This is an optimization exercise on Yosys and OpenROAD, whose aim is small area and a short achievable clock period, not a production implementation. The RTL was checked by simulation tests, not by an equivalence proof against the original design.

== the reference run ==
## sahinatilkan
module sahinatilkan
(
input  logic        clk, reset,
input  logic [31:0] komut,
output logic [31:0] pc,
output logic        hata
);
==> module sahinatilkan, before the edit <==
module sahinatilkan
(
input  logic        clk, reset,
input  logic [31:0] komut,
output logic [31:0] pc,
output logic        hata
);
logic [6:0] op;
logic [4:0] rd, rs1, rs2;
logic [2:0] f3;
logic [3:0] f;
assign op  = komut[6:0];
assign rd  = komut[11:7];
assign f3  = komut[14:12];
assign rs1 = komut[19:15];
assign rs2 = komut[24:20];
assign f   = {komut[30], f3};
logic isR, isI, isU, isB;
assign isR = (op == 7'b0000001);
assign isI = (op == 7'b0000011);
assign isU = (op == 7'b0000111);
assign isB = (op == 7'b0001111);
logic r_add, r_sub, r_and, r_or, r_xor, r_sll, r_srl, r_sra, r_ok;
assign r_add = isR & (f == 4'd0);
assign r_sub = isR & (f == 4'd8);
assign r_and = isR & (f == 4'd7);
assign r_or  = isR & (f == 4'd6);
assign r_xor = isR & (f == 4'd4);
assign r_sll = isR & (f == 4'd1);
assign r_srl = isR & (f == 4'd5);
assign r_sra = isR & (f == 4'd13);
assign r_ok  = r_add | r_sub | r_and | r_or | r_xor | r_sll | r_srl | r_sra;
logic i_add, i_and, i_or, i_xor, i_sll, i_srl, i_ok;
assign i_add = isI & (f3 == 3'd0);
assign i_and = isI & (f3 == 3'd7);
assign i_or  = isI & (f3 == 3'd6);
assign i_xor = isI & (f3 == 3'd4);
assign i_sll = isI & (f3 == 3'd1);
assign i_srl = isI & (f3 == 3'd5);
assign i_ok  = i_add | i_and | i_or | i_xor | i_sll | i_srl;
assign hata = ~(r_ok | i_ok | isU | (isB & (f3 != 3'd2)));
logic s_add, s_xor, s_and, s_or, s_land, s_lor, s_sl, s_sr, s_u, nu, sub, left, arith, useimm;
assign nu     = reset & ~op[2];
assign s_u    = reset & op[2];
assign s_add  = nu & (f3 == 3'd0);
assign s_xor  = nu & (f3 == 3'd4);
assign s_and  = nu & op[1] & (f3 == 3'd7);
assign s_or   = nu & op[1] & (f3 == 3'd6);
assign s_land = nu & ~op[1] & (f3 == 3'd7);
assign s_lor  = nu & ~op[1] & (f3 == 3'd6);
assign s_sl   = nu & (f3 == 3'd1);
assign s_sr   = nu & (f3 == 3'd5);
assign sub    = op[3] | (~op[1] & komut[30]);
assign left   = (f3 == 3'd1);
assign arith  = ~op[1] & komut[30];
assign useimm = op[1] & ~op[2];
logic wr;
assign wr = r_ok | i_ok | isU;
logic [31:0] x [0:9];
logic [31:0] res;
logic [31:0] a, b;
always_comb begin
    a = 32'b0;
    b = useimm ? {20'b0, komut[31:20]} : 32'b0;
    for (int k = 0; k < 10; k++) begin
        if (rs1 == k) a = a | x[k];
        if (!useimm && rs2 == k) b = b | x[k];
    end
end
genvar g;
generate
for (g = 0; g < 10; g++) begin : rf
    always_ff @(posedge clk)
        if (!reset || (wr && rd == g))
            x[g] <= res;
end
endgenerate
logic [32:0] sum;
logic [31:0] bop, gg, pp;
logic [31:0] G [0:5];
logic [31:0] P [0:5];
assign bop = b ^ {32{sub}};
assign gg  = a & bop;
assign pp  = a | bop;
always_comb begin
    G[0] = gg;
    P[0] = pp;
    G[0][0] = gg[0] | (pp[0] & sub);
    for (int l = 0; l < 5; l++)
        for (int i = 0; i < 32; i++)
            if ((i >> l) % 2 == 1) begin
                G[l+1][i] = G[l][i] | (P[l][i] & G[l][((i >> l) << l) - 1]);
                P[l+1][i] = P[l][i] & P[l][((i >> l) << l) - 1];
            end else begin
                G[l+1][i] = G[l][i];
                P[l+1][i] = P[l][i];
            end
end
assign sum[32]   = G[5][31];
assign sum[31:0] = (a ^ b) ^ ({G[5][30:0], sub} ^ {32{sub}});
logic [31:0] ax;
assign ax = a ^ b;
logic eq, ult, slt;
assign eq  = (ax == 32'b0);
assign ult = ~sum[32];
assign slt = (a[31] ^ b[31]) ? a[31] : ~sum[32];
logic anz, bnz;
assign anz = |a;
assign bnz = |b;
logic [31:0] src, shr, rsh;
logic        fill, over;
always_comb
    for (int i = 0; i < 32; i++) src[i] = left ? a[31 - i] : a[i];
assign fill = arith & a[31];
assign over = |b[31:5];
assign shr  = over ? {32{fill}} : 32'($signed({fill, src}) >>> b[4:0]);
always_comb
    for (int i = 0; i < 32; i++) rsh[i] = shr[31 - i];
assign res = ({32{s_add}} & sum[31:0])
           | ({32{s_xor}} & ax)
           | ({32{s_and}} & gg)
           | ({32{s_or}}  & pp)
           | {31'b0, s_land & anz & bnz}
           | {31'b0, s_lor & (anz | bnz)}
           | ({32{s_sl}}  & rsh)
           | ({32{s_sr}}  & shr)
           | ({32{s_u}}   & {12'b0, komut[31:12]});
logic taken;
always_comb
    case (f3)
        3'd0: taken = eq;
        3'd1: taken = ~eq;
        3'd3: taken = 1'b1;
        3'd4: taken = slt;
        3'd5: taken = ~slt;
        3'd6: taken = ult;
        3'd7: taken = ~ult;
        default: taken = 1'b0;
    endcase
logic [31:1] pcr, pcn;
logic [12:1] pct;
logic        tkn;
assign pcr = tkn ? {19'b0, pct} : pcn;
logic [29:0] pcinc, ones;
logic [7:0]  grp;
always_comb begin
    for (int k = 0; k < 8; k++) begin
        grp[k] = 1'b1;
        for (int j = 4 * k; j < 4 * k + 4 && j < 30; j++) grp[k] = grp[k] & pcr[j + 2];
    end
    for (int i = 0; i < 30; i++) begin
        ones[i] = 1'b1;
        for (int k = 0; k < i / 4; k++) ones[i] = ones[i] & grp[k];
        for (int j = 4 * (i / 4); j < i; j++) ones[i] = ones[i] & pcr[j + 2];
        pcinc[i] = pcr[i + 2] ^ ones[i];
    end
end
always_ff @(posedge clk) begin
    pct <= {komut[31:25], komut[11:7]};
    if (!reset) begin
        pcn <= 31'b0;
        tkn <= 1'b0;
    end else begin
        pcn <= {pcinc, pcr[1]};
        tkn <= isB & taken;
    end
end
assign pc = {pcr, 1'b0};
endmodule
clock: 12.0 ns
lec_check: 0
cap_margin: 20
core_margin: 2
core_utilization: 40
setup_slack_margin: 0.2
slew_margin: 20
standard.sh (not shown) runs the stock make flow with config.mk's settings and CLKGATE_MAP_FILE= SYNTH_SCRIPT=/design/flow/synth_recipe.tcl, a recipe that flattens the netlist after the stock synthesis.
==> flow/flow/run.sh <==
#!/bin/bash
# ORFS layout of this design: the standard flow's synthesis script with Yosys's abc call
# given flow/abc.script instead of ORFS's speed script, then the standard ORFS
# steps with the make variables listed in flow/settings.txt (one VAR=VALUE per
# line). Each tool's output goes to the ORFS logs and to make_*.log here.
set -euo pipefail
W=$PWD
# synthesis script: synth_recipe.tcl with abc's -script argument replaced
{
  echo 'proc abc {args} {'
  echo '  set i [lsearch -exact $args -script]'
  echo "  if {\$i >= 0} { lset args [expr {\$i + 1}] {$W/flow/abc.script} }"
  echo '  yosys abc {*}$args'
  echo '}'
  cat "$W/synth_recipe.tcl"
} > "$W/my_synth.tcl"
mapfile -t SETTINGS < <(grep -v '^\s*#' flow/settings.txt | grep '=')
make -C "$FLOW_HOME" DESIGN_CONFIG="$W/config.mk" WORK_HOME="$W/orfs" CLKGATE_MAP_FILE= \
  SYNTH_SCRIPT="$W/my_synth.tcl" "${SETTINGS[@]}" finish > "$W/make_finish.log" 2>&1
: # left out here: write the final layout as DEF
==> flow/flow/abc.script <==
&get -n
&st
&dch
&nf -p -R 10
&put
buffer -c
topo
stime -c
upsize -c
dnsize -c
==> flow/flow/settings.txt <==
CAP_MARGIN=20
CORE_MARGIN=2
CORE_UTILIZATION=55
SLEW_MARGIN=20
SETUP_SLACK_MARGIN=5.5
CTS_CLUSTER_SIZE=30
CTS_CLUSTER_DIAMETER=60
BUFFER_PORTS_ARGS=-buffer_cell sky130_fd_sc_hd__buf_2
Setup changes, the reference run to the trial run
--- a/flow/design.v
+++ b/flow/design.v
@@ -135,14 +135,11 @@
         3'd5: taken = ~slt;
         3'd6: taken = ult;
         3'd7: taken = ~ult;
         default: taken = 1'b0;
     endcase
-logic [31:1] pcr, pcn;
-logic [12:1] pct;
-logic        tkn;
-assign pcr = tkn ? {19'b0, pct} : pcn;
+logic [31:1] pcr;
 logic [29:0] pcinc, ones;
 logic [7:0]  grp;
 always_comb begin
     for (int k = 0; k < 8; k++) begin
         grp[k] = 1'b1;
@@ -153,17 +150,14 @@
         for (int k = 0; k < i / 4; k++) ones[i] = ones[i] & grp[k];
         for (int j = 4 * (i / 4); j < i; j++) ones[i] = ones[i] & pcr[j + 2];
         pcinc[i] = pcr[i + 2] ^ ones[i];
     end
 end
-always_ff @(posedge clk) begin
-    pct <= {komut[31:25], komut[11:7]};
-    if (!reset) begin
-        pcn <= 31'b0;
-        tkn <= 1'b0;
-    end else begin
-        pcn <= {pcinc, pcr[1]};
-        tkn <= isB & taken;
-    end
-end
+always_ff @(posedge clk)
+    if (!reset)
+        pcr <= 31'b0;
+    else if (isB && taken)
+        pcr <= {19'b0, komut[31:25], komut[11:8], komut[7]};
+    else
+        pcr <= {pcinc, pcr[1]};
 assign pc = {pcr, 1'b0};
 endmodule
### Flow results
The reference run and the trial run all finish clean. Compared with the reference run, in the trial run final area decreased about 1%, share of the clock period used by the worst path increased 0.86 points, relative max-transition margin decreased 18 points, adder and majority gate portion of the synthesized area essentially unchanged. The run with more setup slack is the reference run; the trial run has less. [the trial run vs the reference run] area occupied by multi-input gates: lower in the trial run. Re detailed-router iteration count before antenna repair: the trial run is 3 down on the reference run. Between the reference run and the trial run, fraction of area in non-clock buffers increased. Compared with the reference run, in the trial run layout net count decreased about 3%; clock skew picked up an extra 0.020 ns; area after synthesis dropped 4.4%.

[static timing again, ports no longer ideal]
Ports are ideal in the flow. The routed layouts listed here were re-timed in OpenROAD. Step 1 (the two cells are an assumption about what drives the block):
set clk [get_ports {clk}]
set_driving_cell -lib_cell sky130_fd_sc_hd__clkbuf_16 $clk
set_driving_cell -lib_cell sky130_fd_sc_hd__buf_2 [delete_from_list [all_inputs] $clk]
Step 2 also shifts input and output timing later by t, the mid clock arrival at the registers, as if the neighbouring blocks saw the same clock. Three values: ideal, step 1, step 2; two values: the first two.
| run | shift t [ns] | slack for setup (ns) | worst hold slack (ns) | worst register clock-pin slew, ns |
|---|---|---|---|---|
| the reference run | 0.650 | 5.377 / 5.415 / 4.765 | 0.561 / 0.561 / 0.561 | 0.09 / 0.09 |
| the trial run | 0.657 | 5.273 / 5.296 / 4.639 | 0.542 / 0.542 / 0.542 | 0.09 / 0.09 |
After both steps setup and hold are still met in every run listed. For the trial run, which loses most, drivers alone change the setup slack by +0.023 ns; drivers and shift together by -0.634 ns.
